From an optimization exercise on the open Yosys and OpenROAD flow, aimed at small area; shortcuts taken in it are not production practice.
The RTL was checked by simulation tests, not by an equivalence proof against the original design.
Power is estimated from default activity; no workload was simulated.

// manchester_top
module manchester_top(
  input  wire       clk,
  input  wire       rst,
  input  wire       tx_en,
  input  wire [7:0] tx_data,
  input  wire [7:0] tx_div,
  output wire       line,
  output wire [7:0] rx_data,
  output wire [2:0] rx_state
);
  Man_encoder ME(.clk(clk), .rst(rst), .en(tx_en), .data_in(tx_data), .div(tx_div), .line(line));
  Man_decoder MD(.clk(clk), .rst(rst), .line(line), .data_out(rx_data), .state_out(rx_state));
endmodule
Size in the first run: roughly 380 cells after synthesis, roughly 31 I/O pins.
==> module Man_decoder, before the edit <==
module Man_decoder(
  input  wire       clk,
  input  wire       rst,
  input  wire       line,
  output reg  [7:0] data_out,
  output wire [2:0] state_out
);
  localparam [2:0] RESET          = 3'b001;
  localparam [2:0] IDLE_HIGH      = 3'b010;
  localparam [2:0] IDLE_LOW       = 3'b100;
  localparam [2:0] CLOCKSYNC_HIGH = 3'b011;
  localparam [2:0] CLOCKSYNC_LOW  = 3'b101;
  localparam [2:0] MASK           = 3'b110;
  localparam [2:0] READ           = 3'b000;
  reg [2:0]  state;
  reg [2:0]  next_state;
  reg [15:0] f;           
  reg [1:0]  c_lo;        
  reg [15:0] mask_cnt;    
  reg [3:0]  decoded_cnt;
  reg        read_one_bit;
  reg        last_line;
  function [15:0] lfsr_fwd(input [15:0] x);
    lfsr_fwd = {x[14:0], ~(x[15] ^ x[14] ^ x[12] ^ x[3])};
  endfunction
  function [15:0] lfsr_bwd(input [15:0] x);
    lfsr_bwd = {~(x[0] ^ x[15] ^ x[13] ^ x[4]), x[15:1]};
  endfunction
  wire end_of_convert = decoded_cnt[3];
  wire first  = (decoded_cnt == 4'd0);
  wire short  = first ? (c_lo == 2'd0) : (c_lo == 2'd3);
  wire mask_z = (mask_cnt == 16'd0) || (short && mask_cnt == 16'd1);
  always @(*) begin
    case (state)
      RESET:          next_state = rst ? RESET : IDLE_HIGH;
      IDLE_HIGH:      next_state = line ? IDLE_HIGH : IDLE_LOW;
      IDLE_LOW:       next_state = line ? CLOCKSYNC_HIGH : IDLE_LOW;
      CLOCKSYNC_HIGH: next_state = line ? CLOCKSYNC_HIGH : CLOCKSYNC_LOW;
      CLOCKSYNC_LOW:  next_state = line ? MASK : CLOCKSYNC_LOW;
      MASK:           next_state = mask_z ? READ : MASK;
      READ:           next_state = end_of_convert ? (line ? IDLE_HIGH : IDLE_LOW)
                                 : read_one_bit ? MASK : READ;
      default:        next_state = RESET;
    endcase
  end
  always @(posedge clk) begin
    if (rst)
      state <= RESET;
    else
      state <= next_state;
    case (state)
      RESET:
        data_out <= 8'd0;
      IDLE_HIGH, IDLE_LOW: begin
        read_one_bit <= 1'b0;
        f <= 16'd0;
        c_lo <= 2'd0;
        decoded_cnt <= 4'd0;
      end
      CLOCKSYNC_HIGH, CLOCKSYNC_LOW: begin
        data_out <= 8'd0;
        c_lo <= c_lo + 2'd1;
        if (c_lo != 2'd0) f <= lfsr_fwd(f);
        mask_cnt <= f;
      end
      MASK: begin
        if (mask_cnt != 16'd0) mask_cnt <= lfsr_bwd(mask_cnt);
        read_one_bit <= 1'b0;
      end
      READ:
        if (!read_one_bit && last_line != line) begin
          data_out <= {data_out[6:0], ~line};
          read_one_bit <= 1'b1;
          decoded_cnt <= decoded_cnt + 4'd1;
          if (decoded_cnt != 4'd7) mask_cnt <= f;
        end
      default: ;
    endcase
    last_line <= line;
  end
  assign state_out = ~state;
endmodule
clock: 10.0 ns
lec_check: 0
cap_margin: 20
core_margin: 2
core_utilization: 40
place_density: 0.6
slew_margin: 20
run.sh (not shown) runs the stock make flow with config.mk's settings and CLKGATE_MAP_FILE= SYNTH_SCRIPT=/design/flow/synth_recipe.tcl, a recipe that flattens the netlist after the stock synthesis.
Then changed:
--- a/flow/design.v
+++ b/flow/design.v
@@ -77,24 +77,16 @@
   localparam [2:0] READ           = 3'b000;
   reg [2:0]  state;
   reg [2:0]  next_state;
   reg [15:0] f;           
   reg [1:0]  c_lo;        
-  reg [15:0] mask_cnt;    
+  reg [15:0] mask_cnt;
   reg [3:0]  decoded_cnt;
   reg        read_one_bit;
   reg        last_line;
-  function [15:0] lfsr_fwd(input [15:0] x);
-    lfsr_fwd = {x[14:0], ~(x[15] ^ x[14] ^ x[12] ^ x[3])};
-  endfunction
-  function [15:0] lfsr_bwd(input [15:0] x);
-    lfsr_bwd = {~(x[0] ^ x[15] ^ x[13] ^ x[4]), x[15:1]};
-  endfunction
   wire end_of_convert = decoded_cnt[3];
-  wire first  = (decoded_cnt == 4'd0);
-  wire short  = first ? (c_lo == 2'd0) : (c_lo == 2'd3);
-  wire mask_z = (mask_cnt == 16'd0) || (short && mask_cnt == 16'd1);
+  wire mask_z = (mask_cnt == 16'd0);
   always @(*) begin
     case (state)
       RESET:          next_state = rst ? RESET : IDLE_HIGH;
       IDLE_HIGH:      next_state = line ? IDLE_HIGH : IDLE_LOW;
       IDLE_LOW:       next_state = line ? CLOCKSYNC_HIGH : IDLE_LOW;
@@ -121,15 +113,15 @@
         decoded_cnt <= 4'd0;
       end
       CLOCKSYNC_HIGH, CLOCKSYNC_LOW: begin
         data_out <= 8'd0;
         c_lo <= c_lo + 2'd1;
-        if (c_lo != 2'd0) f <= lfsr_fwd(f);
+        f <= f + {14'd0, c_lo == 2'd3, c_lo == 2'd1};
         mask_cnt <= f;
       end
       MASK: begin
-        if (mask_cnt != 16'd0) mask_cnt <= lfsr_bwd(mask_cnt);
+        if (!mask_z) mask_cnt <= mask_cnt - 16'd1;
         read_one_bit <= 1'b0;
       end
       READ:
         if (!read_one_bit && last_line != line) begin
           data_out <= {data_out[6:0], ~line};
=> The changed run completed with no timing, DRC or antenna violations. Worst setup slack improves by 270 ps. Non-clock buffer count grows by 1. Final area went up by 9.6%. Final cell count increases by 19%. Wire length rose by 13%. Total power goes up by 6.5%. Register-to-register slack degrades by 100 ps. Combinational power increases by 14%. Global-route usage rises by 1.2 points. Count of clock-buffer cells in the layout grows by 6. Synthesized area rose by 11%. Utilization decreases by 0.77 points. First-iteration DRC count is lower by 5.6%. Clock skew is about the same.

-- afterwards: timing with drivers on the ports --
In the flow no input, the clock included, has a driving cell. The finished layouts below were timed again as built, in two steps. Step 1 (the two cells are an assumption about what drives the block):
set clk [get_ports {clk}]
set_driving_cell -lib_cell sky130_fd_sc_hd__clkbuf_16 $clk
set_driving_cell -lib_cell sky130_fd_sc_hd__buf_2 [delete_from_list [all_inputs] $clk]
Step 2 moves the port delays by t, midway between the first and last clock arrival at a register: inputs arrive t later, outputs are due t later. That takes back most of the time a late clock gives input paths. Slacks: ideal ports / drivers / drivers and shift; pairs: ideal ports / drivers.
run	t, ns	setup slack, ns	worst data-port slew with drivers (ns)
the first run	0.369	6.166 / 6.133 / 6.503	0.04
the second run	0.377	6.434 / 6.402 / 6.722	0.03
After both steps setup and hold are still met in every run listed.
